Source: an optimization exercise on an open RTL-to-GDS flow (aim: small area, a short achievable clock period and few clock cycles). Production flows keep margins and buffers that such runs may drop.
RTL that was checked went through simulation tests only; none was proved equivalent to the original.
No functional check of the RTL was part of run 6.
Power figures rest on the tool's default switching activity, not on a simulated workload.

## design/flow/config.mk

```make
export PLATFORM = sky130hd
export DESIGN_NAME = alu
export DESIGN_NICKNAME = alu
export VERILOG_FILES = /design/flow/design.v
export SDC_FILE = /design/flow/constraint.sdc
export NUM_CORES = 4
export LEC_CHECK = 0
export CAP_MARGIN = 20
export CORE_MARGIN = 2
export CORE_UTILIZATION = 40
export SLEW_MARGIN = 20
```

## design/flow/constraint.sdc

```tcl
create_clock -name core_clock -period 18.0 [get_ports {clk}]
set_input_delay 3.6000 -clock core_clock [delete_from_list [all_inputs] [get_ports {clk}]]
set_output_delay 3.6000 -clock core_clock [all_outputs]
set_load 0.01 [all_outputs]
```

## design/flow/design.v

```verilog
module full_adder(
    input a, 
    input b, 
    input cin, 
    output sum, 
    output cout
);
    wire ab, bc, ca, ab_xor_cin;
    xor (ab_xor_cin, a, b);     
    xor (sum, ab_xor_cin, cin);  
    and (ab, a, b);             
    and (bc, b, cin);           
    and (ca, cin, a);           
    or (cout, ab, bc, ca);      
endmodule
module cla_4bit(
    input [3:0] a, 
    input [3:0] b, 
    input cin, 
    output [3:0] sum, 
    output cout
);
    wire [3:0] g, p, c;
    and g0(g[0], a[0], b[0]);  
    and g1(g[1], a[1], b[1]);  
    and g2(g[2], a[2], b[2]);  
    and g3(g[3], a[3], b[3]);  
    xor p0(p[0], a[0], b[0]);  
    xor p1(p[1], a[1], b[1]);  
    xor p2(p[2], a[2], b[2]);  
    xor p3(p[3], a[3], b[3]);  
    buf (c[0], cin);
    or  c1_generate(c[1], g[0], (p[0] & c[0]));
    or  c2_generate(c[2], g[1], (p[1] & c[1]));
    or  c3_generate(c[3], g[2], (p[2] & c[2]));
    or  cout_generate(cout, g[3], (p[3] & c[3]));
    full_adder fa0(a[0], b[0], c[0], sum[0], );
    full_adder fa1(a[1], b[1], c[1], sum[1], );
    full_adder fa2(a[2], b[2], c[2], sum[2], );
    full_adder fa3(a[3], b[3], c[3], sum[3], );
endmodule
module adder(
    input [31:0] a, 
    input [31:0] b, 
    input cin,
    output [31:0] sum,
    output cout
);
    wire [7:0] carry;
    cla_4bit cla0(a[3:0], b[3:0], cin, sum[3:0], carry[0]);
    cla_4bit cla1(a[7:4], b[7:4], carry[0], sum[7:4], carry[1]);
    cla_4bit cla2(a[11:8], b[11:8], carry[1], sum[11:8], carry[2]);
    cla_4bit cla3(a[15:12], b[15:12], carry[2], sum[15:12], carry[3]);
    cla_4bit cla4(a[19:16], b[19:16], carry[3], sum[19:16], carry[4]);
    cla_4bit cla5(a[23:20], b[23:20], carry[4], sum[23:20], carry[5]);
    cla_4bit cla6(a[27:24], b[27:24], carry[5], sum[27:24], carry[6]);
    cla_4bit cla7(a[31:28], b[31:28], carry[6], sum[31:28], carry[7]);
    buf (cout, carry[7]);
endmodule
module subtractor(
    input [31:0] a,
    input [31:0] b,
    output [31:0] diff,
    output borrow_out
);
    wire [31:0] b_neg;
    wire cout;
    not inv0(b_neg[0], b[0]);
    not inv1(b_neg[1], b[1]);
    not inv2(b_neg[2], b[2]);
	 not inv3(b_neg[3], b[3]);
	 not inv4(b_neg[4], b[4]);
	 not inv5(b_neg[5], b[5]);
	 not inv6(b_neg[6], b[6]);
	 not inv7(b_neg[7], b[7]);
	 not inv8(b_neg[8], b[8]);
	 not inv9(b_neg[9], b[9]);
	 not inv10(b_neg[10], b[10]);
	 not inv11(b_neg[11], b[11]);
	 not inv12(b_neg[12], b[12]);
	 not inv13(b_neg[13], b[13]);
	 not inv14(b_neg[14], b[14]);
	 not inv15(b_neg[15], b[15]);
	 not inv16(b_neg[16], b[16]);
	 not inv17(b_neg[17], b[17]);
	 not inv18(b_neg[18], b[18]);
	 not inv19(b_neg[19], b[19]);
	 not inv20(b_neg[20], b[20]);
	 not inv21(b_neg[21], b[21]);
	 not inv22(b_neg[22], b[22]);
	 not inv23(b_neg[23], b[23]);
	 not inv24(b_neg[24], b[24]);
	 not inv25(b_neg[25], b[25]);
	 not inv26(b_neg[26], b[26]);
	 not inv27(b_neg[27], b[27]);
	 not inv28(b_neg[28], b[28]);
	 not inv29(b_neg[29], b[29]); 
    not inv30(b_neg[30], b[30]);
    not inv31(b_neg[31], b[31]);
    adder subtract_adder(
        .a(a),
        .b(b_neg),
        .cin(1'b1),  
        .sum(diff),
        .cout(cout)  
    );
    not borrow_not_gate(borrow_out, cout);
endmodule
module and_gate(
    input [31:0] a,
    input [31:0] b,
    output [31:0] y
);
    and and_gate_0(y[0], a[0], b[0]);
    and and_gate_1(y[1], a[1], b[1]);
	 and and_gate_2(y[2], a[2], b[2]);
	 and and_gate_3(y[3], a[3], b[3]);
	 and and_gate_4(y[4], a[4], b[4]);
	 and and_gate_5(y[5], a[5], b[5]);
	 and and_gate_6(y[6], a[6], b[6]);
	 and and_gate_7(y[7], a[7], b[7]);
	 and and_gate_8(y[8], a[8], b[8]);
	 and and_gate_9(y[9], a[9], b[9]);
	 and and_gate_10(y[10], a[10], b[10]);
    and and_gate_11(y[11], a[11], b[11]);
	 and and_gate_12(y[12], a[12], b[12]);
	 and and_gate_13(y[13], a[13], b[13]);
	 and and_gate_14(y[14], a[14], b[14]);
	 and and_gate_15(y[15], a[15], b[15]);
	 and and_gate_16(y[16], a[16], b[16]);
	 and and_gate_17(y[17], a[17], b[17]);
	 and and_gate_18(y[18], a[18], b[18]);
	 and and_gate_19(y[19], a[19], b[19]);
	 and and_gate_20(y[20], a[20], b[20]);
	 and and_gate_21(y[21], a[21], b[21]);
	 and and_gate_22(y[22], a[22], b[22]);
	 and and_gate_23(y[23], a[23], b[23]);
	 and and_gate_24(y[24], a[24], b[24]);
	 and and_gate_25(y[25], a[25], b[25]);
	 and and_gate_26(y[26], a[26], b[26]);
	 and and_gate_27(y[27], a[27], b[27]);
	 and and_gate_28(y[28], a[28], b[28]);
	 and and_gate_29(y[29], a[29], b[29]);
	 and and_gate_30(y[30], a[30], b[30]);
    and and_gate_31(y[31], a[31], b[31]);
endmodule
module or_gate(
    input [31:0] a,
    input [31:0] b,
    output [31:0] y
);
    or or_gate_0(y[0], a[0], b[0]);
    or or_gate_1(y[1], a[1], b[1]);
	 or or_gate_2(y[2], a[2], b[2]);
	 or or_gate_3(y[3], a[3], b[3]);
	 or or_gate_4(y[4], a[4], b[4]);
	 or or_gate_5(y[5], a[5], b[5]);
	 or or_gate_6(y[6], a[6], b[6]);
	 or or_gate_7(y[7], a[7], b[7]);
	 or or_gate_8(y[8], a[8], b[8]);
	 or or_gate_9(y[9], a[9], b[9]);
	 or or_gate_10(y[10], a[10], b[10]);
    or or_gate_11(y[11], a[11], b[11]);
	 or or_gate_12(y[12], a[12], b[12]);
	 or or_gate_13(y[13], a[13], b[13]);
	 or or_gate_14(y[14], a[14], b[14]);
	 or or_gate_15(y[15], a[15], b[15]);
	 or or_gate_16(y[16], a[16], b[16]);
	 or or_gate_17(y[17], a[17], b[17]);
	 or or_gate_18(y[18], a[18], b[18]);
	 or or_gate_19(y[19], a[19], b[19]);
	 or or_gate_20(y[20], a[20], b[20]);
	 or or_gate_21(y[21], a[21], b[21]);
	 or or_gate_22(y[22], a[22], b[22]);
	 or or_gate_23(y[23], a[23], b[23]);
	 or or_gate_24(y[24], a[24], b[24]);
	 or or_gate_25(y[25], a[25], b[25]);
	 or or_gate_26(y[26], a[26], b[26]);
	 or or_gate_27(y[27], a[27], b[27]);
	 or or_gate_28(y[28], a[28], b[28]);
	 or or_gate_29(y[29], a[29], b[29]);
	 or or_gate_30(y[30], a[30], b[30]);
    or or_gate_31(y[31], a[31], b[31]);
endmodule
module xor_gate(
    input [31:0] a,
    input [31:0] b,
    output [31:0] y
);
    xor xor_gate_0(y[0], a[0], b[0]);
    xor xor_gate_1(y[1], a[1], b[1]);
	 xor xor_gate_2(y[2], a[2], b[2]);
	 xor xor_gate_3(y[3], a[3], b[3]);
	 xor xor_gate_4(y[4], a[4], b[4]);
	 xor xor_gate_5(y[5], a[5], b[5]);
	 xor xor_gate_6(y[6], a[6], b[6]);
	 xor xor_gate_7(y[7], a[7], b[7]);
	 xor xor_gate_8(y[8], a[8], b[8]);
	 xor xor_gate_9(y[9], a[9], b[9]);
	 xor xor_gate_10(y[10], a[10], b[10]);
    xor xor_gate_11(y[11], a[11], b[11]);
	 xor xor_gate_12(y[12], a[12], b[12]);
	 xor xor_gate_13(y[13], a[13], b[13]);
	 xor xor_gate_14(y[14], a[14], b[14]);
	 xor xor_gate_15(y[15], a[15], b[15]);
	 xor xor_gate_16(y[16], a[16], b[16]);
	 xor xor_gate_17(y[17], a[17], b[17]);
	 xor xor_gate_18(y[18], a[18], b[18]);
	 xor xor_gate_19(y[19], a[19], b[19]);
	 xor xor_gate_20(y[20], a[20], b[20]);
	 xor xor_gate_21(y[21], a[21], b[21]);
	 xor xor_gate_22(y[22], a[22], b[22]);
	 xor xor_gate_23(y[23], a[23], b[23]);
	 xor xor_gate_24(y[24], a[24], b[24]);
	 xor xor_gate_25(y[25], a[25], b[25]);
	 xor xor_gate_26(y[26], a[26], b[26]);
	 xor xor_gate_27(y[27], a[27], b[27]);
	 xor xor_gate_28(y[28], a[28], b[28]);
	 xor xor_gate_29(y[29], a[29], b[29]);
	 xor xor_gate_30(y[30], a[30], b[30]);
    xor xor_gate_31(y[31], a[31], b[31]);
endmodule
module nor_gate(
    input [31:0] a,
    input [31:0] b,
    output [31:0] y
);
    nor nor_gate_0(y[0], a[0], b[0]);
    nor nor_gate_1(y[1], a[1], b[1]);
	 nor nor_gate_2(y[2], a[2], b[2]);
	 nor nor_gate_3(y[3], a[3], b[3]);
	 nor nor_gate_4(y[4], a[4], b[4]);
	 nor nor_gate_5(y[5], a[5], b[5]);
	 nor nor_gate_6(y[6], a[6], b[6]);
	 nor nor_gate_7(y[7], a[7], b[7]);
	 nor nor_gate_8(y[8], a[8], b[8]);
	 nor nor_gate_9(y[9], a[9], b[9]);
	 nor nor_gate_10(y[10], a[10], b[10]);
    nor nor_gate_11(y[11], a[11], b[11]);
	 nor nor_gate_12(y[12], a[12], b[12]);
	 nor nor_gate_13(y[13], a[13], b[13]);
	 nor nor_gate_14(y[14], a[14], b[14]);
	 nor nor_gate_15(y[15], a[15], b[15]);
	 nor nor_gate_16(y[16], a[16], b[16]);
	 nor nor_gate_17(y[17], a[17], b[17]);
	 nor nor_gate_18(y[18], a[18], b[18]);
	 nor nor_gate_19(y[19], a[19], b[19]);
	 nor nor_gate_20(y[20], a[20], b[20]);
	 nor nor_gate_21(y[21], a[21], b[21]);
	 nor nor_gate_22(y[22], a[22], b[22]);
	 nor nor_gate_23(y[23], a[23], b[23]);
	 nor nor_gate_24(y[24], a[24], b[24]);
	 nor nor_gate_25(y[25], a[25], b[25]);
	 nor nor_gate_26(y[26], a[26], b[26]);
	 nor nor_gate_27(y[27], a[27], b[27]);
	 nor nor_gate_28(y[28], a[28], b[28]);
	 nor nor_gate_29(y[29], a[29], b[29]);
	 nor nor_gate_30(y[30], a[30], b[30]);
    nor nor_gate_31(y[31], a[31], b[31]);
endmodule
module mux2to1(
    input sel,
    input in0,
    input in1,
    output out
);
    wire not_sel, and0, and1;
    not not_gate(not_sel, sel);
    and and_gate0(and0, in0, not_sel);
    and and_gate1(and1, in1, sel);
    or or_gate(out, and0, and1);
endmodule
module mux8to1(
    input [31:0] in0, in1, in2, in3, in4, in5, in6, in7,
    input [2:0] sel,
    output [31:0] out
);
    wire [2:0] sel_not;
    wire [31:0] and_out[7:0];
    not(sel_not[0], sel[0]);
    not(sel_not[1], sel[1]);
    not(sel_not[2], sel[2]);
    genvar i;
    generate
        for (i = 0; i < 32; i = i + 1) begin: and_conditions
            and(and_out[0][i], in0[i], sel_not[2], sel_not[1], sel_not[0]);
            and(and_out[1][i], in1[i], sel_not[2], sel_not[1], sel[0]);
            and(and_out[2][i], in2[i], sel_not[2], sel[1], sel_not[0]);
            and(and_out[3][i], in3[i], sel_not[2], sel[1], sel[0]);
            and(and_out[4][i], in4[i], sel[2], sel_not[1], sel_not[0]);
            and(and_out[5][i], in5[i], sel[2], sel_not[1], sel[0]);
            and(and_out[6][i], in6[i], sel[2], sel[1], sel_not[0]);
            and(and_out[7][i], in7[i], sel[2], sel[1], sel[0]);
        end
    endgenerate
    generate
        for (i = 0; i < 32; i = i + 1) begin: or_conditions
            or(out[i], and_out[0][i], and_out[1][i], and_out[2][i], and_out[3][i], and_out[4][i], and_out[5][i], and_out[6][i], and_out[7][i]);
        end
    endgenerate
endmodule
module mod_cu(
    input clk,
    input rst,
    input start,
    input done_calc,  
    output reg subtract,  
    output reg load,  
    output reg done  
);
    localparam IDLE = 1'b0,
               CALC = 1'b1;
    reg current_state;
    reg next_state;
    always @(posedge clk) begin
        if (rst)
            current_state <= IDLE;
        else
            current_state <= next_state;
    end
    always @(*) begin
        load = 1'b0;
        subtract = 1'b0;
        done = 1'b0;
        next_state = current_state;
        case (current_state)
            IDLE: begin
                if (start) begin
                    load = 1'b1;
                    next_state = CALC;
                end
            end
            CALC: begin
                if (!done_calc) begin
                    subtract = 1'b1;
                end else begin
                    done = 1'b1;
                    next_state = IDLE;
                end
            end
        endcase
    end
endmodule
module mod_dp(
    input clk,
    input [31:0] A,
    input [31:0] B,
    input subtract,
    input load,
    output reg [31:0] tempA,
    output reg done_calc  
);
    wire [31:0] subtracted_value;
    wire borrow_out;
    subtractor sub(
        .a(tempA),
        .b(B),
        .diff(subtracted_value),
        .borrow_out(borrow_out)
    );
    always @(posedge clk) begin
        if (load) begin
            tempA <= A;   
            done_calc <= 0;
        end
        else if (subtract) begin
            if (!borrow_out) begin
                tempA <= subtracted_value;   
            end
            else begin
                done_calc <= 1;   
            end
        end
    end
endmodule
module mod(
    input clk,
    input rst,
    input start,
    input [31:0] A,
    input [31:0] B,
    output [31:0] ModResult,
    output done
);
    wire subtract, load, done_calc;
    wire [31:0] tempA;
    mod_cu control_unit(
        .clk(clk),
        .rst(rst),
        .start(start),
        .done_calc(done_calc),
        .subtract(subtract),
        .load(load),
        .done(done)
    );
    mod_dp datapath(
        .clk(clk),
        .A(A),
        .B(B),
        .subtract(subtract),
        .load(load),
        .tempA(tempA),
        .done_calc(done_calc)
    );
    mux2to1 mux0(done, 1'b0, tempA[0], ModResult[0]);
    mux2to1 mux1(done, 1'b0, tempA[1], ModResult[1]);
    mux2to1 mux2(done, 1'b0, tempA[2], ModResult[2]);
	 mux2to1 mux3(done, 1'b0, tempA[3], ModResult[3]);
	 mux2to1 mux4(done, 1'b0, tempA[4], ModResult[4]);
	 mux2to1 mux5(done, 1'b0, tempA[5], ModResult[5]);
    mux2to1 mux6(done, 1'b0, tempA[6], ModResult[6]);
	 mux2to1 mux7(done, 1'b0, tempA[7], ModResult[7]);
	 mux2to1 mux8(done, 1'b0, tempA[8], ModResult[8]);
	 mux2to1 mux9(done, 1'b0, tempA[9], ModResult[9]);
	 mux2to1 mux10(done, 1'b0, tempA[10], ModResult[10]);
	 mux2to1 mux11(done, 1'b0, tempA[11], ModResult[11]);
	 mux2to1 mux12(done, 1'b0, tempA[12], ModResult[12]);
	 mux2to1 mux13(done, 1'b0, tempA[13], ModResult[13]);
	 mux2to1 mux14(done, 1'b0, tempA[14], ModResult[14]);
	 mux2to1 mux15(done, 1'b0, tempA[15], ModResult[15]);
	 mux2to1 mux16(done, 1'b0, tempA[16], ModResult[16]);
	 mux2to1 mux17(done, 1'b0, tempA[17], ModResult[17]);
	 mux2to1 mux18(done, 1'b0, tempA[18], ModResult[18]);
	 mux2to1 mux19(done, 1'b0, tempA[19], ModResult[19]);
	 mux2to1 mux20(done, 1'b0, tempA[20], ModResult[20]);
	 mux2to1 mux21(done, 1'b0, tempA[21], ModResult[21]);
	 mux2to1 mux22(done, 1'b0, tempA[22], ModResult[22]);
	 mux2to1 mux23(done, 1'b0, tempA[23], ModResult[23]);
	 mux2to1 mux24(done, 1'b0, tempA[24], ModResult[24]);
	 mux2to1 mux25(done, 1'b0, tempA[25], ModResult[25]);
	 mux2to1 mux26(done, 1'b0, tempA[26], ModResult[26]);
	 mux2to1 mux27(done, 1'b0, tempA[27], ModResult[27]);
	 mux2to1 mux28(done, 1'b0, tempA[28], ModResult[28]);
	 mux2to1 mux29(done, 1'b0, tempA[29], ModResult[29]);
	 mux2to1 mux30(done, 1'b0, tempA[30], ModResult[30]);
    mux2to1 mux31(done, 1'b0, tempA[31], ModResult[31]);
endmodule
module alu(
    input clk,
    input rst,
    input start,
    input [31:0] A,
    input [31:0] B,
    input [2:0] ALUop,
    output reg [31:0] Result,
    output reg done
);
    wire [31:0] and_result, or_result, xor_result, nor_result, sub_result;
    wire cout_add, cout_sub;
    wire borrow_out;
    and_gate and_inst(.a(A), .b(B), .y(and_result));
    or_gate or_inst(.a(A), .b(B), .y(or_result));
    nor_gate nor_inst(.a(A), .b(B), .y(nor_result));
    xor_gate xor_inst(.a(A), .b(B), .y(xor_result));
    subtractor alu_subtractor(
        .a(A),
        .b(B),
        .diff(sub_result),
        .borrow_out(borrow_out)  
    );
    wire [31:0] add_result;
    adder alu_adder(
        .a(A),
        .b(B),
        .cin(1'b0),
        .sum(add_result),
        .cout(cout_add)
    );
    wire [31:0] ModResult;
    wire mod_done;
    wire start_mod;
    mod mod_inst(
        .clk(clk),
        .rst(rst),
        .start(start_mod),
        .A(A),
        .B(B),
        .ModResult(ModResult),
        .done(mod_done)
    );
    wire aluop_eq_7;
    wire [2:0] aluop_and_7;
    and (aluop_and_7[0], ALUop[0], 1'b1);
    and (aluop_and_7[1], ALUop[1], 1'b1);
    and (aluop_and_7[2], ALUop[2], 1'b1);
    and (aluop_eq_7, aluop_and_7[0], aluop_and_7[1], aluop_and_7[2]);
    and (start_mod, aluop_eq_7, start);
	 wire [31:0] mux_output;
   mux8to1 alu_mux(
    .in0(and_result),
    .in1(or_result),
    .in2(xor_result),
    .in3(nor_result),
    .in4({31'b0, borrow_out}),  
    .in5(add_result),
    .in6(sub_result),
    .in7(ModResult),
    .sel(ALUop),
    .out(mux_output)
);
always @(posedge clk) begin
        if (rst) begin
            done <= 1'b0;
        end else if (ALUop == 3'b111 && mod_done) begin
            done <= 1'b1;
        end else begin
            done <= 1'b0;
        end
        Result <= mux_output;
    end
endmodule 
```

## design/flow/run.sh

```bash
#!/bin/bash
# synth_recipe.tcl (not shown) runs the flow's synth.tcl, then flattens the netlist and writes it again
# the make line also repeats each setting of config.mk as NAME=value (left out here)
make -C /OpenROAD-flow-scripts/flow DESIGN_CONFIG=/design/flow/config.mk WORK_HOME=/design/flow/orfs CLKGATE_MAP_FILE= SYNTH_SCRIPT=/design/flow/synth_recipe.tcl finish
```

==> flow_summary.yaml, run 1 <==
clock_network:
  cts_made_buffers: 9
  postCtsHoldBufs: 0
  cts_tree: "built"
  cts.path.max_buffers: 2
  cts_setup_buffers: 0
  clk_latency_ns: 0.34
  clk_pin_slew_ns: 0.06
  htree_num_levels: 3
  cts_root_buf: "clkbuf_16"
  clkSinkCount: 67
  cts_resized: 0
critical_path:
  crit_type: "input port to flip-flop"
  worst_setup_path_end_kind: "flip-flop"
  cp_slowest_stage_delay_ns: 0.50
  worstPathArrival_ns: 17.25
  path_max_fanout: 32
  start_kind: "input port"
  critical_path.slowest_cell: "clkdlybuf4s50_1"
  crit_top_cell: "fa_1"
  crit_required_ns: 17.99
timing:
  hold_viol_final: 0
  drv_slew: 0
  setup_viol: 0
  hold_slack_ns: 0.494
  fmax_mhz: 57.9
  finClkSkew_ns: 0.00620
  final.min_clock_period_ns: 17.26
  final.period_utilization_pct: 95.9
  rsz0062_at_grt: "no"
  fin_tns_setup_ns: 0
  tightest_slew_ns: 1.05
  relSlewSlack_pct: 29.9
job:
  max_cap_viol_count: 0
cells_and_area:
  multi_input_area_um2: 4910
  antenna_cells: 0
  fillers: 1533
  layout.nets: 918
  seqCellArea_um2: 1660
  design_area_um2: 8540
  drive_above_1_share_pct: 7.48
  final_common_cell: "inv_1"
  final_cell_mix: "102 x inv_1, 99 x clkdlybuf4s50_1, 92 x fa_1, 66 x ha_1, 63 x mux2i_1"
  syn_to_final_growth_pct: 20.0
floorplanning:
  fp.coreArea_um2: 17400
  die-width_um: 137
  die_h_um: 137
  rows: 48
  start_util_pct: 41.0
  ioPinCount: 103
  dieArea_um2: 18900
routing:
  wl_per_cell_um: 16.7
  dr.pass1.iters: 4
  postRouteAntennaNets: 0
  drc: 0
  drt_iter0_markers: 183
  via_per_inst: 4.93
  wl_um: 15300
  via_count: 4538
status:
  outcome: "finished clean"
pwr:
  powerDensity_nw_per_um2: 62.1
  cellLeakagePower_nw: 3.76
  ir_drop_mv: 0.0438
synth:
  synth.avg_cell_area_um2: 11.8
  synthArstFlopShare_pct: 0
  yosys.cell_types.count: 34
  synth_top_flop_cell: "dfxtp_1"
  yosys_warnings: 4
  synth_top_area_cell: "fa_1"
  yosys_register_bits: 67
  synth_enable_flop_cells: 32
  syn_area_um2: 7120
  syn_inst: 602
  synthesis.nets: 830
  ys_seq_area_share_pct: 23.3
  yosysTopAreaCellShare_pct: 25.9
  yosys-top-cells-area: "fa_1 26%, edfxtp_1 13%, ha_1 12%"
place:
  dpl-instance-area_um2: 8280
  hpwl_um: 11900
  gp_congestion: 0.803
  io_buffers: 102
grt:
  grt_pass1_wl_um: 25400
  grt_max_degree: 66
  grt.overflow.total: 0
  track_usage_pct: 17.7
  antenna_found_initial: 0
  grt_pass1_vias: 5009
hold_path:
  hp-class: "flip-flop to flip-flop"
[worst max-delay path: cells and delay by family]
kind | cells | cell delay [ns]
AOI/OAI and AO/OA | 1 | 0.15
adders and majority gates | 32 | 12.56
buffers and inverters | 2 | 0.91
[path summary, 6_finish.rpt]
path	from	to	slack [ns]	cells past startpoint
worst max-delay path	B[0]	mod_inst.datapath.tempA[13]$_DFFE_PP_	0.74	35
worst min-delay path	mod_inst.datapath.done_calc$_SDFFE_PP0P_	mod_inst.datapath.done_calc$_SDFFE_PP0P_	0.49	1
worst max register to register	mod_inst.datapath.tempA[0]$_DFFE_PP_	mod_inst.datapath.tempA[13]$_DFFE_PP_	4.16	35
worst min register to register	mod_inst.datapath.done_calc$_SDFFE_PP0P_	mod_inst.datapath.done_calc$_SDFFE_PP0P_	0.49	1
[final cells by class]
cell class / instances / area share (%)
Multi-Input combinational cell: 403 / 57.4
Inverter: 102 / 4.48
Clock buffer: 13 / 2.93
Sequential cell: 67 / 19.4
Tap cell: 225 / 3.30
Timing Repair Buffer: 107 / 12.2
Clock inverter: 3 / 0.176
[state kept, by name, indices dropped and copies added, names as in the netlist]
signal and cells:
Result 32, done 1, mod_inst.control_unit.current_state 1, mod_inst.datapath.done_calc 1
mod_inst.datapath.tempA 32
[synthesized netlist by cell type (all sizes together) (8+ instances only)]
| master | number |
|---|---|
| buf | 22 |
| clkbuf | 8 |
| dfxtp | 35 |
| edfxtp | 32 |
| fa | 92 |
| ha | 66 |
| inv | 102 |
| mux2i | 63 |
| mux4 | 26 |
| nand2 | 27 |
| o21ai | 33 |
| or2 | 25 |
| xor2 | 28 |
[per-stage QoR]
step	std cells	setup slack (ns)	power, mW	utilization [%]
finish	920	0.742	0.530	49.2
global route	920	0.297	0.568	49.2
CTS	920	0.736	0.540	49.2
detailed placement	904	0.397	0.371	47.7
global placement	904	0.542	0.364	47.7
floorplan	602	0.532	0.297	-
[layer usage]
metal  vias up  wire length (um)  global-route usage [%]
met5         -                 0                       0
met4         0               320                    6.99
met3        20               511                    2.10
met2        90              7810                    30.2
met1      2277              6700                    23.0
li1       2151                 -                       -
[where the power goes]
group	leakage (nW)	switching [mW]	internal (mW)	total (mW)
combinational	3.04	0.0869	0.0963	0.183
sequential	0.584	0.00448	0.178	0.183
clock	0.133	0.0680	0.0965	0.164
total	3.76	0.159	0.371	0.530
[cell families after synthesis]
group,share of synthesized area [%]
adder cells (fa/ha/maj),37.5
buffers and inverters,7.89
multiplexers,17.7
AND/OR/NAND/NOR,5.92
flip-flops,23.3
AO/OA/AOI/OAI,3.71
XOR/XNOR,3.94
Testbench counts, summed over its fixed seeds: cycles 941,888.
==> inputs of run 2 (changes only) <==
==> design/flow/design.v (replaced) <==
module alu(
    input clk,
    input rst,
    input start,
    input [31:0] A,
    input [31:0] B,
    input [2:0] ALUop,
    output reg [31:0] Result,
    output reg done
);
    reg        busy;    
    reg  [4:0] cnt;     
    reg        abit;    
    wire mod_start = start & (ALUop == 3'd7) & ~busy;
    wire        add_op = ~busy & (ALUop == 3'd5);
    wire [31:0] rs     = {Result[30:0], abit};
    wire [31:0] x      = busy ? rs : A;
    wire [31:0] y      = add_op ? B : ~B;
    wire [32:0] s      = {1'b0, x} + {1'b0, y} + {32'd0, ~add_op};
    wire        carry  = s[32];           
    wire        ge     = Result[31] | carry;
    wire lt8  = (B[31:24] != 8'd0)  | (A[31:8]  < B[23:0]);
    wire lt16 = (B[31:16] != 16'd0) | (A[31:16] < B[15:0]);
    wire lt24 = (B[31:8]  != 24'd0) | (A[31:24] < B[7:0]);
    reg  [4:0]  j0;
    reg  [31:0] r0;
    always @(*) begin
        if (lt8)       begin j0 = 5'd7;  r0 = {8'd0,  A[31:8]};  end
        else if (lt16) begin j0 = 5'd15; r0 = {16'd0, A[31:16]}; end
        else if (lt24) begin j0 = 5'd23; r0 = {24'd0, A[31:24]}; end
        else           begin j0 = 5'd31; r0 = 32'd0;             end
    end
    wire [4:0] cnt_next = busy ? cnt - 5'd1 : j0;
    reg [31:0] res_next;
    always @(*) begin
        if (busy)
            res_next = ge ? s[31:0] : rs;
        else case (ALUop)
            3'd0: res_next = A & B;
            3'd1: res_next = A | B;
            3'd2: res_next = A ^ B;
            3'd3: res_next = ~(A | B);
            3'd4: res_next = {31'd0, ~carry};
            3'd5: res_next = s[31:0];
            3'd6: res_next = s[31:0];
            default: res_next = r0;
        endcase
    end
    always @(posedge clk) begin
        Result <= res_next;
        abit   <= A[cnt_next];
        if (busy | mod_start)
            cnt <= cnt_next;
        if (rst) begin
            busy <= 1'b0;
            done <= 1'b0;
        end else begin
            done <= busy & (cnt == 5'd0);
            if (mod_start)
                busy <= 1'b1;
            else if (busy & (cnt == 5'd0))
                busy <= 1'b0;
        end
    end
endmodule
==> flow_summary.yaml, run 2 <==
status:
  outcome: "finished clean"
critical_path:
  crit_type: "input port to flip-flop"
  worst_setup_path_end_kind: "flip-flop"
  start_kind: "input port"
  path_max_fanout: 33
  worstPathArrival_ns: 8.44
  worstRegToRegCells: 14
  reg2reg_slack_ns: 13.39
  crit_required_ns: 18.18
  reg2reg_from: "busy$_SDFFE_PP0P_"
  crit_path_end: "Result[9]$_DFF_P_"
  worstReg2RegEnd: "Result[9]$_DFF_P_"
  critPathLaunch: "ALUop[2]"
cells_and_area:
  antenna_cells: 0
  final_cell_mix: "142 x ha_1, 124 x nand2_1, 104 x o21ai_0, 100 x inv_1, 100 x clkdlybuf4s50_1"
  layout_top_registers: "Result (32), cnt (5)"
  final_common_cell: "ha_1"
  regMostFlops: "Result"
  syn_to_final_growth_pct: 17.5
  largest_reg_flops: 32
  design_area_um2: 9240
  layout.nets: 1374
  drive_above_1_share_pct: 3.53
pwr:
  ir_drop_mv: 0.0385
  powerDensity_nw_per_um2: 56.8
  total_power_mw: 0.525
  cellLeakagePower_nw: 4.13
routing:
  postRouteAntennaNets: 0
  wl_per_cell_um: 20.9
  dr.pass1.iters: 7
  via_per_inst: 5.81
  wl_um: 29800
  drc: 0
  via_count: 8286
  drt_iter0_markers: 673
timing:
  final.period_utilization_pct: 45.9
  tightest_slew_ns: 1.09
  finClkSkew_ns: 0.00945
  hold_slack_ns: 0.498
  relSlewSlack_pct: 26.7
  fin_tns_setup_ns: 0
  fmax_mhz: 121
  hold_viol_final: 0
  rsz0062_at_grt: "no"
  setup_viol: 0
  final.min_clock_period_ns: 8.26
  drv_slew: 0
synth:
  synth_enable_flop_cells: 5
  synth_top_flop_cell: "dfxtp_1"
  synth.avg_cell_area_um2: 7.17
  synth_top_area_cell: "ha_1"
  yosys_register_bits: 40
  yosysTopAreaCellShare_pct: 22.6
  yosysMostFrequentCell: "ha_1"
  syn_inst: 1096
  synthesis.nets: 1309
  synthArstFlopShare_pct: 0
  syn_area_um2: 7860
  yosys_warnings: 1
  yosys.cell_types.count: 64
  yosys-top-cells-count: "142 x ha_1, 124 x nand2_1, 104 x o21ai_0, 100 x inv_1, 87 x a21oi_1"
  yosys-top-cells-area: "ha_1 23%, dfxtp_1 8.9%, o21ai_0 6.6%"
  ys_seq_area_share_pct: 10.8
floorplanning:
  start_util_pct: 40.5
  dieArea_um2: 20800
  ioPinCount: 103
  die-width_um: 144
  rows: 51
  die_h_um: 144
  fp.coreArea_um2: 19400
grt:
  antenna_found_initial: 0
  grt_max_degree: 86
  grt.overflow.total: 0
  grt_pass1_vias: 7798
  grt_pass1_wl_um: 45300
  track_usage_pct: 28.9
place:
  dpl-instance-area_um2: 9090
  io_buffers: 102
  hpwl_um: 23000
  gp_congestion: 0.922
clock_network:
  htree_num_levels: 2
  clk_latency_ns: 0.32
  postCtsHoldBufs: 0
  cts.path.max_buffers: 2
  cts_root_buf: "clkbuf_16"
  cts_setup_buffers: 0
  cts_tree: "built"
  clk_pin_slew_ns: 0.08
  clkSinkCount: 40
  cts_made_buffers: 5
  cts_resized: 0
job:
  max_cap_viol_count: 0
hold_path:
  hp-class: "flip-flop to flip-flop"
[run 2: logic make-up after synthesis]
group	Yosys count	share of synthesized area, %
XOR/XNOR	66	7.36
AO/OA/AOI/OAI	362	28.7
AND/OR/NAND/NOR	277	15.6
buffers and inverters	160	7.83
flip-flops	40	10.8
multiplexers	48	6.75
adder cells (fa/ha/maj)	143	22.9
[run 2: area by class of cell]
class	count	area (um2)
clock buffers	5	125
clock inverters	3	23.8
fillers	2031	10200
inverters	101	379
multi-input cells	896	6400
flip-flops and latches	40	852
well taps	265	332
repair buffers	117	1130
[run 2: worst min-delay path by stage]
| stage | start | to | slack (ns) | depth (start not counted) |
|---|---|---|---|---|
| floorplan | abit$_DFF_P_ | Result[0]$_DFF_P_ | 0.44 | 1 |
| global placement | abit$_DFF_P_ | Result[0]$_DFF_P_ | 0.50 | 1 |
| detailed placement | cnt[4]$_DFFE_PP_ | done$_SDFF_PP0_ | 0.49 | 1 |
| CTS | cnt[4]$_DFFE_PP_ | done$_SDFF_PP0_ | 0.50 | 1 |
| global route | cnt[4]$_DFFE_PP_ | done$_SDFF_PP0_ | 0.54 | 1 |
| finish | cnt[4]$_DFFE_PP_ | done$_SDFF_PP0_ | 0.50 | 1 |
[run 2: per-layer routing]
layer  track usage [%]  share of wire (%)  up-vias
met5                 0                  0        -
met2              49.2                 46      346
met4              11.5                4.1        0
li1                  -                  -     4058
met1              37.5                 43     3814
met3              3.18                6.4       68
[run 2: power breakdown]
| part | leakage [nW] | internal [mW] | total [mW] | switching (mW) |
|---|---|---|---|---|
| Sequential | 0.331 | 0.104 | 0.118 | 0.0138 |
| Clock | 0.0660 | 0.0519 | 0.101 | 0.0493 |
| Combinational | 3.74 | 0.133 | 0.305 | 0.172 |
| Total | 4.13 | 0.289 | 0.525 | 0.236 |
[run 2: per-stage QoR]
step | utilization, % | setup WS (ns) | instances
after floorplan | - | 11.14 | 1096
after global routing | 47.6 | 9.44 | 1427
after CTS | 47.6 | 9.78 | 1427
after detailed placement | 46.8 | 9.43 | 1419
after global placement | 46.8 | 9.51 | 1418
final | 47.6 | 9.74 | 1427
[run 2: worst max-delay path: stages]
cell	delay, ns
clkdlybuf4s50_1	0.46
buf_4	0.35
and4bb_2	0.28
buf_4	0.49
xnor2_1	0.22
inv_1	0.09
fa_1	0.49
nor2b_4	0.17
o31ai_4	0.07
a31oi_1	0.40
o211ai_1	0.19
a21o_1	0.22
nand2_1	0.61
buf_4	0.39
mux2i_1	0.22
o221ai_1	0.13
Testbench counts of run 2, summed over its fixed seeds: cycles 4,808.
==> inputs of run 3 (changes only) <==
==> design/flow/design.v (replaced) <==
module adder(
    input  [31:0] a,
    input  [31:0] b,
    input         cin,
    output [31:0] sum,
    output        cout
);
    wire [31:0] p = a ^ b;
    wire [31:0] g = a & b;
    wire [31:0] g0 = {g[31:1], g[0] | (p[0] & cin)};
    wire [31:0] g1, p1, g2, p2, g3, p3, g4, p4, g5, p5;
    sklansky_level #(0) l0(.gi(g0), .pi(p),  .go(g1), .po(p1));
    sklansky_level #(1) l1(.gi(g1), .pi(p1), .go(g2), .po(p2));
    sklansky_level #(2) l2(.gi(g2), .pi(p2), .go(g3), .po(p3));
    sklansky_level #(3) l3(.gi(g3), .pi(p3), .go(g4), .po(p4));
    sklansky_level #(4) l4(.gi(g4), .pi(p4), .go(g5), .po(p5));
    assign sum  = p ^ {g5[30:0], cin};
    assign cout = g5[31];
endmodule
module sklansky_level #(parameter L = 0) (
    input  [31:0] gi,
    input  [31:0] pi,
    output [31:0] go,
    output [31:0] po
);
    genvar i;
    generate
        for (i = 0; i < 32; i = i + 1) begin : bt
            if ((i >> L) & 1) begin : comb
                localparam integer J = ((i >> L) << L) - 1;
                assign go[i] = gi[i] | (pi[i] & gi[J]);
                assign po[i] = pi[i] & pi[J];
            end else begin : pass
                assign go[i] = gi[i];
                assign po[i] = pi[i];
            end
        end
    endgenerate
endmodule
module alu(
    input clk,
    input rst,
    input start,
    input [31:0] A,
    input [31:0] B,
    input [2:0] ALUop,
    output reg [31:0] Result,
    output reg done
);
    reg        busy;    
    reg        a_lt_b;   
    reg  [4:0] cnt;     
    reg        abit;    
    wire mod_start = start & (ALUop == 3'd7) & ~busy;
    wire        inv   = busy | ~ALUop[0] | ALUop[1];
    wire        xsel  = ~busy | a_lt_b;
    wire [31:0] x     = xsel ? A : {Result[30:0], abit};
    wire [31:0] y     = inv ? ~B : B;
    wire [31:0] sum;
    wire        carry;                    
    adder add0(.a(x), .b(y), .cin(inv), .sum(sum), .cout(carry));
    wire        ge    = (Result[31] | carry) & ~a_lt_b;
    wire lt8  = (B[31:24] != 8'd0)  | (A[31:8]  < B[23:0]);
    wire lt16 = (B[31:16] != 16'd0) | (A[31:16] < B[15:0]);
    wire [31:0] r0 = lt8 ? {8'd0, A[31:8]} : lt16 ? {16'd0, A[31:16]} : 32'd0;
    wire [4:0]  j0 = lt8 ? 5'd7 : lt16 ? 5'd15 : 5'd31;
    wire        a0 = lt8 ? A[7] : lt16 ? A[15] : A[31];
    wire        last = a_lt_b | (cnt == 5'd0);
    wire [4:0]  cnt_m1 = cnt - 5'd1;
    reg [31:0] res_next;
    always @(*) begin
        if (busy)
            res_next = ge ? sum : x;
        else case (ALUop)
            3'd0: res_next = A & B;
            3'd1: res_next = A | B;
            3'd2: res_next = A ^ B;
            3'd3: res_next = ~(A | B);
            3'd4: res_next = {31'd0, ~carry};
            3'd5: res_next = sum;
            3'd6: res_next = sum;
            default: res_next = r0;
        endcase
    end
    always @(posedge clk) begin
        Result <= res_next;
        if (busy) begin
            cnt  <= cnt_m1;
            abit <= A[cnt_m1];
        end else begin
            cnt  <= j0;
            abit <= a0;
            a_lt_b <= ~carry;
        end
        if (rst) begin
            busy <= 1'b0;
            done <= 1'b0;
        end else begin
            done <= busy & last;
            if (mod_start)
                busy <= 1'b1;
            else if (busy & last)
                busy <= 1'b0;
        end
    end
endmodule
==> design/flow/flow/run.sh (new file) <==
#!/bin/bash
# The standard ORFS layout, with repair_timing asked to leave extra setup
# slack so that it shortens the paths the 18 ns clock never pressures.
# The clock period and all constraints stay those of the design.
set -euo pipefail
bash standard.sh SETUP_SLACK_MARGIN=11.5 finish > standard_flow.log 2>&1
==> design/flow/standard.sh (new file) <==
#!/bin/bash
# synth_recipe.tcl (not shown) runs the flow's synth.tcl, then flattens the netlist and writes it again
# the make line also repeats each setting of config.mk as NAME=value (left out here)
make -C /OpenROAD-flow-scripts/flow DESIGN_CONFIG=/design/flow/config.mk WORK_HOME=/design/flow/orfs CLKGATE_MAP_FILE= SYNTH_SCRIPT=/design/flow/synth_recipe.tcl "${@:-finish}"
removed: design/flow/run.sh
==> flow_summary.yaml, run 3 <==
routing:
  postRouteAntennaNets: 0
  via_per_inst: 6.21
  drc: 0
  via_count: 8200
  wl_um: 32000
  dr.pass1.iters: 6
  wl_per_cell_um: 24.3
  drt_iter0_markers: 920
timing:
  relSlewSlack_pct: 15.5
  finClkSkew_ns: 0.00576
  drv_slew: 0
  fmax_mhz: 150
  setup_viol: 0
  tightest_slew_ns: 1.27
  final.min_clock_period_ns: 6.66
  fin_tns_setup_ns: 0
  final.period_utilization_pct: 37.0
  rsz0062_at_grt: "yes"
  hold_viol_final: 0
place:
  gp_congestion: 0.921
  io_buffers: 102
  hpwl_um: 21500
clock_network:
  clkSinkCount: 41
  cts_root_buf: "clkbuf_16"
  clk_pin_slew_ns: 0.07
  cts_made_buffers: 5
  cts.path.max_buffers: 2
  htree_num_levels: 2
  clk_latency_ns: 0.31
  postCtsHoldBufs: 0
  cts_tree: "built"
synth:
  syn_inst: 937
  yosys_register_bits: 41
  yosysTopAreaCellShare_pct: 22.3
  yosys_warnings: 1
  yosys-top-cells-count: "134 x ha_1, 80 x inv_1, 73 x nor2_1, 71 x xnor2_1, 56 x nand2_1"
  synth.avg_cell_area_um2: 8.03
  yosys-top-cells-area: "ha_1 22%, dfxtp_1 11%, xnor2_1 8.3%"
  yosys.cell_types.count: 64
  synth_enable_flop_cells: 1
  synth_top_flop_cell: "dfxtp_1"
  ys_seq_area_share_pct: 11.0
  synthesis.nets: 1146
  syn_area_um2: 7530
  synthArstFlopShare_pct: 0
  yosysMostFrequentCell: "ha_1"
  synth_top_area_cell: "ha_1"
pwr:
  total_power_mw: 0.602
  cellLeakagePower_nw: 4.58
  powerDensity_nw_per_um2: 58.7
  ir_drop_mv: 0.0328
critical_path:
  crit_type: "input port to flip-flop"
  critical_path.slowest_cell: "o41a_4"
  start_kind: "input port"
  worst_setup_path_end_kind: "flip-flop"
  worstPathArrival_ns: 6.85
  path_cells: "buf_16 -> nand2b_4 -> nor2_4 -> buf_12 -> buf_12 -> xnor2_1 -> ha_1 -> and3_4 -> a221o_1 -> o211ai_1 -> buf_4 -> a31oi_4 -> o41a_4 -> nor2_2 -> a211oi_1 -> a221o_1"
  cp_slowest_stage_delay_ns: 0.59
  path_max_fanout: 8
  crit_required_ns: 18.19
cells_and_area:
  drive_above_1_share_pct: 21.0
  final_cell_mix: "124 x ha_1, 79 x inv_1, 76 x clkdlybuf4s50_1, 60 x buf_4, 59 x nor2_1"
  final_common_cell: "ha_1"
  layout_top_registers: "Result (32), cnt (5)"
  largest_reg_flops: 32
  layout.nets: 1294
  antenna_cells: 0
  fillers: 1678
  syn_to_final_growth_pct: 36.3
  regMostFlops: "Result"
grt:
  track_usage_pct: 30.9
  grt_max_degree: 38
  antenna_found_initial: 0
  grt.overflow.total: 0
  grt_pass1_vias: 7495
  grt_pass1_wl_um: 46000
floorplanning:
  die-width_um: 141
  dieArea_um2: 19900
  start_util_pct: 40.5
  die_h_um: 141
  fp.coreArea_um2: 18600
  rows: 50
  ioPinCount: 103
job:
  max_cap_viol_count: 0
hold_path:
  hp-class: "flip-flop to flip-flop"
status:
  outcome: "finished clean"
-- run 3: final timing paths --
path,start,end,slack [ns],depth (start not counted)
worst max-delay path,ALUop[1],Result[3]$_DFF_P_,11.34,16
worst min-delay path,cnt[4]$_DFF_P_,cnt[4]$_DFF_P_,0.64,2
worst max register to register,a_lt_b$_DFFE_PN_,Result[3]$_DFF_P_,13.83,14
worst min register to register,cnt[4]$_DFF_P_,cnt[4]$_DFF_P_,0.64,2
-- run 3: kinds of logic (layout without fill, tap and decap cells) --
family	after synthesis	in the layout	synth area share, %
simple gates	216	216	13.3
fa+ha+maj	139	139	23.6
buf+inv	127	273	6.68
flops	41	41	11.0
xor+xnor	80	80	9.31
compound gates	254	257	23.3
mux	80	80	12.8
-- run 3: metrics by stage --
| stage | std cells | area (um2) | hold slack [ns] | utilization (%) | setup slack [ns] |
|---|---|---|---|---|---|
| 3_5_place_dp | 1245 | 8810 | 0.627 | 47.4 | 9.87 |
| 3_3_place_gp | 1245 | 8810 | 0.625 | 47.4 | 9.66 |
| 5_1_grt | 1320 | 10300 | 0.678 | 55.2 | 11.20 |
| 2_1_floorplan | 937 | 7600 | 0.529 | - | 11.06 |
| 6_report | 1320 | 10300 | 0.643 | 55.2 | 11.34 |
| 4_1_cts | 1295 | 9690 | 0.644 | 52.1 | 11.39 |
-- run 3: per-layer routing --
metal	global-route usage, %	part of all wire [%]	up-vias
met5	0	0.14	-
met4	9.74	3.9	2
met3	6.18	11	94
met2	46.4	43	474
met1	44.3	42	3883
li1	-	-	3747
-- run 3: critical path, delay by kind of cell --
family	cells	cell delay (ns)
compound gates	6	1.61
xor+xnor	1	0.08
buf+inv	4	0.57
fa+ha+maj	1	0.38
simple gates	4	0.60
-- run 3: what timing repair did --
action	in CTS	in global routing
pin swaps	29	35
setup buffers	33	23
endpoints found under the setup margin	35	33
cloned	9	2
gates resized for setup	99	68
-- run 3: cell type report --
| cell class | instances | area (um2) | share of cell area [%] |
|---|---|---|---|
| sequential | 41 | 831 | 8.10 |
| tap | 234 | 293 | 2.85 |
| inverter | 81 | 304 | 2.96 |
| timing repair buffer | 184 | 1880 | 18.4 |
| multi-input combinational | 772 | 6800 | 66.3 |
| clock inverter | 2 | 15.0 | 0.146 |
| clock buffer | 6 | 129 | 1.26 |
-- run 3: report_power, final --
group | switching (mW) | internal [mW] | leakage (nW) | total [mW]
Combinational | 0.204 | 0.180 | 4.17 | 0.384
Sequential | 0.0136 | 0.105 | 0.343 | 0.119
Clock | 0.0474 | 0.0518 | 0.0631 | 0.0992
Total | 0.265 | 0.338 | 4.58 | 0.602
Testbench counts of run 3, summed over its fixed seeds: cycles 4,605.
==> inputs of run 4 (changes only) <==
==> design/flow/flow/run.sh (replaced) <==
#!/bin/bash
# The standard ORFS layout, with repair_timing asked to leave extra setup
# slack so that it shortens the paths the 18 ns clock never pressures.
# The clock period and all constraints stay those of the design.
set -euo pipefail
bash standard.sh SETUP_SLACK_MARGIN=12.5 finish > standard_flow.log 2>&1
==> flow_summary.yaml, run 4 <==
status:
  outcome: "finished clean"
floorplanning:
  ioPinCount: 103
  dieArea_um2: 19900
  fp.coreArea_um2: 18600
  start_util_pct: 40.5
  rows: 50
  die_h_um: 141
  die-width_um: 141
routing:
  wl_met2_um: 14400
  highest_layer: "met5"
  drc: 0
  wl_per_cell_um: 25.0
  met1_length_um: 14400
  postRouteAntennaNets: 0
  dr.pass1.iters: 6
  via_count: 8430
  via_per_inst: 6.24
  wl_um: 33800
  drt_iter0_markers: 1031
  wl_met3_um: 3560
place:
  io_buffers: 102
  hpwl_um: 21300
  place_ws_ns: 9.97
  gp_congestion: 0.955
clock_network:
  clkSinkCount: 41
  cts_root_buf: "clkbuf_16"
  cts_made_buffers: 5
  htree_num_levels: 2
  cts_tree: "built"
  cts.path.max_buffers: 2
  clk_pin_slew_ns: 0.07
  clk_latency_ns: 0.31
pwr:
  ir_drop_mv: 0.0308
  cellLeakagePower_nw: 4.83
  powerDensity_nw_per_um2: 57.5
grt:
  antenna_found_initial: 1
  track_usage_pct: 32.9
  grt.overflow.total: 0
  grt_pass1_vias: 7657
  grt_pass1_wl_um: 49000
  grt_max_degree: 53
synth:
  yosysTopAreaCellShare_pct: 22.3
  synthesis.nets: 1146
  synth_top_flop_cell: "dfxtp_1"
  syn_inst: 937
  synth_enable_flop_cells: 1
  synth_top_area_cell: "ha_1"
  yosysMostFrequentCell: "ha_1"
  yosys-top-cells-area: "ha_1 22%, dfxtp_1 11%, xnor2_1 8.3%"
  yosys_register_bits: 41
  yosys-top-cells-count: "134 x ha_1, 80 x inv_1, 73 x nor2_1, 71 x xnor2_1, 56 x nand2_1"
  syn_area_um2: 7530
  yosys_warnings: 1
  synth.avg_cell_area_um2: 8.03
  yosys.cell_types.count: 64
  synthArstFlopShare_pct: 0
  ys_seq_area_share_pct: 11.0
cells_and_area:
  drive_above_1_share_pct: 28.4
  final_common_cell: "ha_1"
  final_cell_mix: "112 x ha_1, 74 x inv_1, 66 x nor2_1, 64 x buf_4, 57 x xnor2_1"
  largest_reg_flops: 32
  syn_to_final_growth_pct: 45.1
  regMostFlops: "Result"
  layout_top_registers: "Result (32), cnt (5)"
  layout.nets: 1326
  antenna_cells: 0
critical_path:
  start_kind: "input port"
  worstReg2RegEnd: "Result[18]$_DFF_P_"
  crit_required_ns: 18.22
  worst_setup_path_end_kind: "flip-flop"
  path_max_fanout: 8
  worstPathArrival_ns: 6.86
  crit_type: "input port to flip-flop"
  reg2reg_slack_ns: 13.79
  worstRegToRegCells: 15
  reg2reg_from: "busy$_SDFFE_PP0P_"
timing:
  fmax_mhz: 151
  drv_slew: 0
  finClkSkew_ns: 0.00972
  setup_viol: 0
  tightest_slew_ns: 1.13
  hold_viol_final: 0
  relSlewSlack_pct: 22.7
  final.min_clock_period_ns: 6.63
  postLayoutSetupSlackWorst_ns: 11.37
  fin_tns_setup_ns: 0
  final.period_utilization_pct: 36.9
  hold_slack_ns: 0.646
  rsz0062_at_grt: "yes"
job:
  max_cap_viol_count: 0
hold_path:
  holdPathStages: 2
  min_to: "cnt[4]$_DFF_P_"
  hold_start: "cnt[4]$_DFF_P_"
  hp-class: "flip-flop to flip-flop"
-- run 4: cell count changes in the layout (fill, tap and decap cells not counted), moves of 12 or more --
cell / change
clkdlybuf4s50_1: -29
buf_6: +20
ha_1: -12
ha_4: +12
-- run 4: metrics by stage --
| stage | util (%) | std cells | power, mW | instance area (um2) |
|---|---|---|---|---|
| finish | 58.8 | 1352 | 0.628 | 10900 |
| global route | 58.8 | 1352 | 0.658 | 10900 |
| CTS | 56.3 | 1323 | 0.581 | 10500 |
| detailed placement | 47.4 | 1243 | 0.416 | 8810 |
| global placement | 47.4 | 1243 | 0.414 | 8810 |
| floorplan | - | 937 | 0.308 | 7630 |
-- run 4: logic make-up (layout without fill, tap and decap cells) --
logic type      count (synthesis)  in the layout  share of synthesized area (%)
buf+inv                       127            307                           6.68
fa+ha+maj                     139            139                           23.6
simple gates                  216            217                           13.3
flops                          41             41                           11.0
mux                            80             80                           12.8
xor+xnor                       80             80                           9.31
compound gates                254            254                           23.3
-- run 4: cell type report --
cell class	instances	area [um2]
inverters	81	312
well taps	234	293
flip-flops and latches	41	831
fillers	1622	7660
clock buffers	6	129
clock inverters	2	13.8
multi-input cells	770	7040
repair buffers	218	2300
-- run 4: where the power goes --
part | internal [mW] | total (mW) | switching [mW]
Clock | 0.0519 | 0.100 | 0.0482
Combinational | 0.199 | 0.410 | 0.210
Sequential | 0.105 | 0.118 | 0.0127
-- run 4: timing repair --
action | 4_1_cts | 5_1_grt
setup buffers | 64 | 28
gates cloned | 8 | 1
pin swaps | 52 | 20
gates resized for setup | 304 | 73
setup endpoints to repair | 36 | 36
hold buffers | 0 | 0
-- run 4: per-layer routing --
| layer | GRT usage [%] | vias to the layer above |
|---|---|---|
| met5 | 0 | - |
| met4 | 13.2 | 2 |
| met3 | 8.90 | 112 |
| met2 | 48.1 | 517 |
| met1 | 45.8 | 3977 |
| li1 | - | 3822 |
-- run 4: how the worst max path moves through the flow --
| stage | end | slack [ns] | startpoint | depth (start not counted) |
|---|---|---|---|---|
| floorplan | Result[0]$_DFF_P_ | 11.06 | ALUop[1] | 16 |
| global route | Result[8]$_DFF_P_ | 11.23 | ALUop[0] | 20 |
| global placement | Result[0]$_DFF_P_ | 10.03 | ALUop[0] | 16 |
| detailed placement | Result[16]$_DFF_P_ | 9.97 | ALUop[0] | 18 |
| CTS | Result[9]$_DFF_P_ | 11.47 | A[3] | 14 |
| finish | Result[2]$_DFF_P_ | 11.37 | ALUop[0] | 20 |
-- run 4: critical path, cell delays in order --
cell      delay [ns]
buf_8           0.10
buf_12          0.12
nand2b_4        0.08
nor2_4          0.05
buf_12          0.17
buf_16          0.14
buf_12          0.15
xnor2_2         0.13
ha_1            0.31
nand4_1         0.23
a211oi_4        0.30
o211ai_1        0.12
buf_4           0.17
a31oi_4         0.19
o41a_1          0.24
buf_12          0.16
buf_8           0.14
nor2_1          0.04
or3_1           0.33
o221ai_1        0.07
==> inputs of run 5 (changes only) <==
==> design/flow/run.sh (new file) <==
#!/bin/bash
# synth_recipe.tcl (not shown) runs the flow's synth.tcl, then flattens the netlist and writes it again
# the make line also repeats each setting of config.mk as NAME=value (left out here)
make -C /OpenROAD-flow-scripts/flow DESIGN_CONFIG=/design/flow/config.mk WORK_HOME=/design/flow/orfs CLKGATE_MAP_FILE= SYNTH_SCRIPT=/design/flow/synth_recipe.tcl finish
removed: design/flow/flow/run.sh
removed: design/flow/standard.sh
==> flow_summary.yaml, run 5 <==
status:
  outcome: "finished clean"
clock_network:
  clkSinkCount: 41
  clk_pin_slew_ns: 0.07
  cts_setup_buffers: 0
  cts.path.max_buffers: 2
  cts_resized: 0
  cts_made_buffers: 5
  cts_tree: "built"
  cts_root_buf: "clkbuf_16"
  clk_latency_ns: 0.32
  postCtsHoldBufs: 0
  htree_num_levels: 2
timing:
  tightest_slew_ns: 1.15
  finClkSkew_ns: 0.0137
  fmax_mhz: 122
  rsz0062_at_grt: "no"
  fin_tns_setup_ns: 0
  drv_slew: 0
  final.min_clock_period_ns: 8.19
  relSlewSlack_pct: 23.2
  setup_viol: 0
  final.period_utilization_pct: 45.5
  hold_viol_final: 0
grt:
  grt_pass1_wl_um: 42300
  grt_max_degree: 70
  track_usage_pct: 28.3
  grt.overflow.total: 0
  grt_pass1_vias: 6772
  antenna_found_initial: 0
cells_and_area:
  final_cell_mix: "134 x ha_1, 100 x clkdlybuf4s50_1, 80 x inv_1, 72 x nor2_1, 71 x xnor2_1"
  antenna_cells: 0
  regMostFlops: "Result"
  drive_above_1_share_pct: 7.78
  final_common_cell: "ha_1"
  design_area_um2: 8930
  syn_to_final_growth_pct: 18.7
  fillers: 1831
  largest_reg_flops: 32
  layout.nets: 1223
  layout_top_registers: "Result (32), cnt (5)"
pwr:
  total_power_mw: 0.536
  powerDensity_nw_per_um2: 60.0
  ir_drop_mv: 0.0304
  netSwitchingPower_mw: 0.229
  netSwitchingFraction_pct: 42.8
  clkPwrFrac_pct: 21.5
  cellLeakagePower_nw: 3.95
  intPower_mw: 0.306
  p_comb_share_pct: 56.6
  pwr-share-seq_pct: 21.9
synth:
  yosys-top-cells-count: "134 x ha_1, 80 x inv_1, 73 x nor2_1, 71 x xnor2_1, 56 x nand2_1"
  synth_top_area_cell: "ha_1"
  synthArstFlopShare_pct: 0
  yosys-top-cells-area: "ha_1 22%, dfxtp_1 11%, xnor2_1 8.3%"
  syn_inst: 937
  yosysMostFrequentCell: "ha_1"
  yosys_warnings: 1
  yosys_register_bits: 41
  yosysTopAreaCellShare_pct: 22.3
  ys_seq_area_share_pct: 11.0
  syn_area_um2: 7530
  synth_enable_flop_cells: 1
  yosys.cell_types.count: 64
  synth.avg_cell_area_um2: 8.03
  synthesis.nets: 1146
  synth_top_flop_cell: "dfxtp_1"
hold_path:
  hp-class: "flip-flop to flip-flop"
  holdPathStages: 2
job:
  max_cap_viol_count: 0
floorplanning:
  die_h_um: 141
  dieArea_um2: 19900
  rows: 50
  fp.coreArea_um2: 18600
  ioPinCount: 103
  die-width_um: 141
  start_util_pct: 40.5
routing:
  drc: 0
  via_count: 7533
  via_per_inst: 6.03
  drt_iter0_markers: 755
  wl_um: 28500
  dr.pass1.iters: 5
  wl_per_cell_um: 22.8
  postRouteAntennaNets: 0
critical_path:
  worst_setup_path_end_kind: "flip-flop"
  crit_top_cell: "a21oi_1"
  crit_required_ns: 18.18
  start_kind: "input port"
  cp_slowest_stage_delay_ns: 0.73
  critical_path.slowest_cell: "buf_4"
  path_max_fanout: 69
  path_cells: "buf_4 -> nand2b_1 -> nor2_4 -> buf_4 -> mux2_2 -> fa_1 -> nand2b_1 -> a211oi_1 -> o21ai_0 -> nand3_1 -> inv_1 -> fa_1 -> a211oi_1 -> a21oi_1 -> a21oi_1 -> a311oi_1 -> a21oi_1"
  worstPathArrival_ns: 8.36
  worstRegToRegCells: 17
  crit_type: "input port to flip-flop"
place:
  gp_congestion: 0.972
  dpl-instance-area_um2: 8760
  io_buffers: 102
  hpwl_um: 21200
[run 5: cell types whose count changed in the layout (fill, tap and decap cells not counted), sizes merged, moves of 2 or more]
cell / before / now
clkbuf: 16 / 5
clkdlybuf4s15: 14 / 0
buf: 129 / 16
clkdlybuf4s50: 47 / 100
dlygate4sd2: 16 / 0
bufbuf: 2 / 0
[run 5: metrics by stage]
step	std cells	util [%]	setup WS [ns]	hold slack [ns]
2_1_floorplan	937	-	10.57	0.529
3_3_place_gp	1241	47.1	9.70	0.610
3_5_place_dp	1241	47.1	9.57	0.647
4_1_cts	1249	48.0	9.90	0.664
5_1_grt	1249	48.1	9.53	0.678
6_report	1249	48.1	9.81	0.665
[run 5: cell type report]
cell class | count | area (um2) | area share, %
multi-input cells | 769 | 6220 | 69.6
well taps | 234 | 293 | 3.28
clock inverters | 3 | 43.8 | 0.490
flip-flops and latches | 41 | 831 | 9.30
clock buffers | 5 | 125 | 1.40
repair buffers | 116 | 1120 | 12.5
inverters | 81 | 304 | 3.40
[run 5: metal layers]
metal / global-route usage (%) / share of wire [%] / vias to the layer above
met5: 0 / 0 / -
met4: 7.63 / 2.6 / 0
li1: - / - / 3601
met3: 6.22 / 9.5 / 46
met1: 42.7 / 47 / 3530
met2: 40.1 / 41 / 356
[run 5: cell families (layout without fill, tap and decap cells)]
logic type               count (synthesis)  in the layout  synth area share (%)
adder cells (fa/ha/maj)                139            139                  23.6
buffers and inverters                  127            205                  6.68
AO/OA/AOI/OAI                          254            254                  23.3
multiplexers                            80             80                  12.8
XOR/XNOR                                80             80                  9.31
flip-flops                              41             41                  11.0
AND/OR/NAND/NOR                        216            216                  13.3
[run 5: final timing paths]
check / from / endpoint / slack [ns]
setup reg to reg: busy$_SDFFE_PP0P_ / Result[16]$_DFF_P_ / 13.10
setup / recovery: ALUop[1] / Result[16]$_DFF_P_ / 9.81
hold reg to reg: cnt[4]$_DFF_P_ / cnt[4]$_DFF_P_ / 0.66
hold / removal: cnt[4]$_DFF_P_ / cnt[4]$_DFF_P_ / 0.66
[run 5: power groups by stage]
stage | clock network, mW | logic [mW] | registers [mW]
2_1_floorplan | 0 | 0.185 | 0.120
3_3_place_gp | 0 | 0.293 | 0.119
3_5_place_dp | 0 | 0.296 | 0.119
4_1_cts | 0.115 | 0.298 | 0.117
5_1_grt | 0.119 | 0.331 | 0.118
6_report | 0.115 | 0.303 | 0.117
[run 5: critical path, delay by kind of cell]
kind            cells  cell delay (ns)
compound gates      7             1.28
buf+inv             3             1.13
simple gates        4             0.97
fa+ha+maj           2             0.94
mux                 1             0.35
==> inputs of run 6 (changes only) <==
--- a/design/flow/design.v
+++ b/design/flow/design.v
@@ -60,8 +60,15 @@
     wire        carry;                    
     adder add0(.a(x), .b(y), .cin(inv), .sum(sum), .cout(carry));
     wire        ge    = (Result[31] | carry) & ~a_lt_b;
-    wire lt8  = (B[31:24] != 8'd0)  | (A[31:8]  < B[23:0]);
-    wire lt16 = (B[31:16] != 16'd0) | (A[31:16] < B[15:0]);
+    wire [31:0] bm;
+    genvar k;
+    generate
+        for (k = 0; k < 32; k = k + 1) begin : smear
+            assign bm[k] = |B[31:k];
+        end
+    endgenerate
+    wire lt8  = &(~A[31:8]  | bm[24:1]);
+    wire lt16 = &(~A[31:16] | bm[16:1]);
     wire [31:0] r0 = lt8 ? {8'd0, A[31:8]} : lt16 ? {16'd0, A[31:16]} : 32'd0;
     wire [4:0]  j0 = lt8 ? 5'd7 : lt16 ? 5'd15 : 5'd31;
     wire        a0 = lt8 ? A[7] : lt16 ? A[15] : A[31];
==> design/flow/flow/run.sh (new file) <==
#!/bin/bash
# The standard ORFS layout with two changes in how it is made (the clock
# period and all constraints stay those of the design):
#  - every port still gets a buffer, but a plain buf_1 instead of the
#    larger delay buffer buffer_ports picks by itself; the resizer upsizes
#    the ones on critical paths;
#  - repair_timing is asked to leave extra setup slack, so that it shortens
#    the paths that the 18 ns clock never pressures.
set -euo pipefail
bash standard.sh "BUFFER_PORTS_ARGS=-buffer_cell sky130_fd_sc_hd__buf_1" \
    SETUP_SLACK_MARGIN=11.5 finish > standard_flow.log 2>&1
==> design/flow/standard.sh (new file) <==
#!/bin/bash
# synth_recipe.tcl (not shown) runs the flow's synth.tcl, then flattens the netlist and writes it again
# the make line also repeats each setting of config.mk as NAME=value (left out here)
make -C /OpenROAD-flow-scripts/flow DESIGN_CONFIG=/design/flow/config.mk WORK_HOME=/design/flow/orfs CLKGATE_MAP_FILE= SYNTH_SCRIPT=/design/flow/synth_recipe.tcl "${@:-finish}"
removed: design/flow/run.sh
==> flow_summary.yaml, run 6 <==
critical_path:
  critPathLaunch: "ALUop[1]"
  worstPathArrival_ns: 7.08
  worstReg2RegEnd: "Result[27]$_DFF_P_"
  reg2reg_from: "busy$_SDFFE_PP0P_"
  crit_required_ns: 18.21
  worstRegToRegCells: 14
  start_kind: "input port"
  reg2reg_slack_ns: 13.27
  path_max_fanout: 4
  crit_type: "input port to flip-flop"
  worst_setup_path_end_kind: "flip-flop"
synth:
  yosys-top-cells-count: "96 x ha_1, 86 x inv_1, 52 x nand2_1, 47 x o21ai_0, 46 x xnor2_1"
  syn_inst: 912
  yosys-top-cells-area: "ha_1 16%, dfxtp_1 11%, xnor2_1 5.5%"
  synth_top_area_cell: "ha_1"
  yosys.cell_types.count: 84
  yosys_warnings: 1
  synth_enable_flop_cells: 1
  synth.avg_cell_area_um2: 8.01
  synthesis.nets: 1083
  syn_area_um2: 7310
  yosys_register_bits: 41
  synth_top_flop_cell: "dfxtp_1"
  yosysMostFrequentCell: "ha_1"
  ys_seq_area_share_pct: 11.4
  synthArstFlopShare_pct: 0
  yosysTopAreaCellShare_pct: 16.4
cells_and_area:
  syn_to_final_growth_pct: 27.8
  antenna_cells: 0
  final_common_cell: "buf_1"
  final_cell_mix: "100 x buf_1, 86 x ha_1, 85 x inv_1, 56 x buf_4, 49 x nand2_1"
  regMostFlops: "Result"
  drive_above_1_share_pct: 21.7
  largest_reg_flops: 32
  fin_util_pct: 52.0
  fin_cells: 1287
  layout.nets: 1228
  layout_top_registers: "Result (32), cnt (5)"
  fillers: 1686
pwr:
  pwr-share-seq_pct: 20.4
  netSwitchingPower_mw: 0.269
  netSwitchingFraction_pct: 46.6
  intPower_mw: 0.309
  ir_drop_mv: 0.0346
  p_comb_share_pct: 62.1
  clkPwrFrac_pct: 17.5
  cellLeakagePower_nw: 3.98
  powerDensity_nw_per_um2: 61.9
floorplanning:
  start_util_pct: 40.7
  fp.coreArea_um2: 18000
  die-width_um: 139
  ioPinCount: 103
  dieArea_um2: 19400
  die_h_um: 139
  rows: 49
timing:
  setup_viol: 0
  rsz0062_at_grt: "yes"
  hold_slack_ns: 0.646
  final.min_clock_period_ns: 6.87
  fin_tns_setup_ns: 0
  fmax_mhz: 146
  finClkSkew_ns: 0.0123
  postLayoutSetupSlackWorst_ns: 11.13
  drv_slew: 0
  tightest_slew_ns: 0.943
  final.period_utilization_pct: 38.2
  hold_viol_final: 0
  relSlewSlack_pct: 37.1
grt:
  grt_pass1_vias: 7801
  grt_max_degree: 62
  grt.overflow.total: 0
  antenna_found_initial: 0
  grt_pass1_wl_um: 46900
  track_usage_pct: 31.1
routing:
  via_per_inst: 6.48
  dr.pass1.iters: 6
  wl_met3_um: 3430
  highest_layer: "met4"
  postRouteAntennaNets: 0
  wl_um: 31500
  drt_iter0_markers: 1029
  met1_length_um: 12900
  via_count: 8342
  wl_met2_um: 13600
  drc: 0
  wl_per_cell_um: 24.5
hold_path:
  min_to: "cnt[4]$_DFF_P_"
  hp-class: "flip-flop to flip-flop"
  hold_start: "cnt[4]$_DFF_P_"
  holdPathStages: 2
place:
  hpwl_um: 21100
  io_buffers: 102
  gp_congestion: 0.987
  place_ws_ns: 9.33
  dp_cells: 1208
clock_network:
  htree_num_levels: 2
  cts_made_buffers: 5
  clk_latency_ns: 0.32
  postCtsHoldBufs: 0
  clkSinkCount: 41
  clk_pin_slew_ns: 0.08
  cts_tree: "built"
  cts_root_buf: "clkbuf_16"
  cts.path.max_buffers: 2
status:
  outcome: "finished clean"
job:
  max_cap_viol_count: 0
run 6: worst max-delay path by stage:
| stage | endpoint |
|---|---|
| after global placement | Result[30]$_DFF_P_ |
| after CTS | Result[16]$_DFF_P_ |
| after floorplan | Result[16]$_DFF_P_ |
| final | Result[27]$_DFF_P_ |
| after detailed placement | Result[30]$_DFF_P_ |
| after global routing | Result[27]$_DFF_P_ |
run 6: through the flow:
step / area (um2) / total power [mW]
after global placement: 8030 / 0.395
final: 9340 / 0.578
after CTS: 8870 / 0.538
after floorplan: 7530 / 0.317
after detailed placement: 8030 / 0.397
after global routing: 9340 / 0.606
run 6: repair_timing:
action	4_1_cts	5_1_grt
setup buffers	43	18
gates resized for setup	41	50
pin swaps	22	39
setup endpoints to repair	33	32
cloned	7	2
run 6: power by group through the flow:
stage / logic [mW] / registers, mW / clock network [mW]
floorplan: 0.195 / 0.122 / 0
global placement: 0.276 / 0.119 / 0
detailed placement: 0.278 / 0.119 / 0
CTS: 0.320 / 0.117 / 0.101
global route: 0.382 / 0.119 / 0.104
finish: 0.359 / 0.118 / 0.101
run 6: layout make-up:
class	instances	area, um2	area share (%)
Multi-Input combinational cell	741	6590	70.6
Timing Repair Buffer	181	1160	12.4
Sequential cell	41	832	8.91
Clock buffer	6	129	1.38
Tap cell	229	287	3.07
Clock inverter	2	10.0	0.107
Inverter	87	330	3.54
run 6: kinds of logic after synthesis:
kind of cell	count (synthesis)	synth area share [%]
AOI/OAI and AO/OA	303	29.7
and+or+nand+nor	191	13.2
buffers and inverters	136	7.34
adders and majority gates	104	18.2
muxes	76	12.9
xor gates and xnor gates	61	7.31
DFF	41	11.4
run 6: critical path, cell delays in order:
cell and delay, ns:
clkbuf_16 0.13, clkinvlp_4 0.11, nand2_8 0.07, nor2_4 0.17
buf_6 0.16, buf_16 0.13, xnor2_4 0.06, fa_2 0.40
nand2b_4 0.17, a211oi_4 0.32, o21ai_4 0.15, buf_6 0.15
a311oi_4 0.35, o211ai_2 0.30, and3_1 0.31, a41o_1 0.21
a221o_1 0.28
run 6: layer usage:
layer	vias up	track usage, %
met3	123	7.80
met5	-	0
met1	3932	42.4
met2	561	46.7
met4	0	13.1
li1	3726	-

## afterwards: timing with drivers on the ports
In the flow no input, the clock included, has a driving cell. The finished layouts below were timed again as built, in two steps.
Step 1: set_driving_cell puts a clkbuf_16 on clk and a buf_2 on each other input, an assumption about the parent block.
Step 2 also shifts input and output timing later by t, the mid clock arrival at the registers, as if the neighbouring blocks saw the same clock.
Three values: ideal, step 1, step 2; two values: the first two.
| run | t (ns) | slack for setup (ns) |
|---|---|---|
| run 1 | 0.380 | 0.742 / 0.758 / 0.379 |
| run 2 | 0.355 | 9.741 / 9.757 / 9.402 |
| run 3 | 0.349 | 11.338 / 11.279 / 10.930 |
| run 4 | 0.351 | 11.366 / 11.370 / 11.019 |
| run 5 | 0.349 | 9.812 / 9.827 / 9.478 |
| run 6 | 0.353 | 11.129 / 11.027 / 10.673 |
After both steps setup and hold are still met in every run listed.
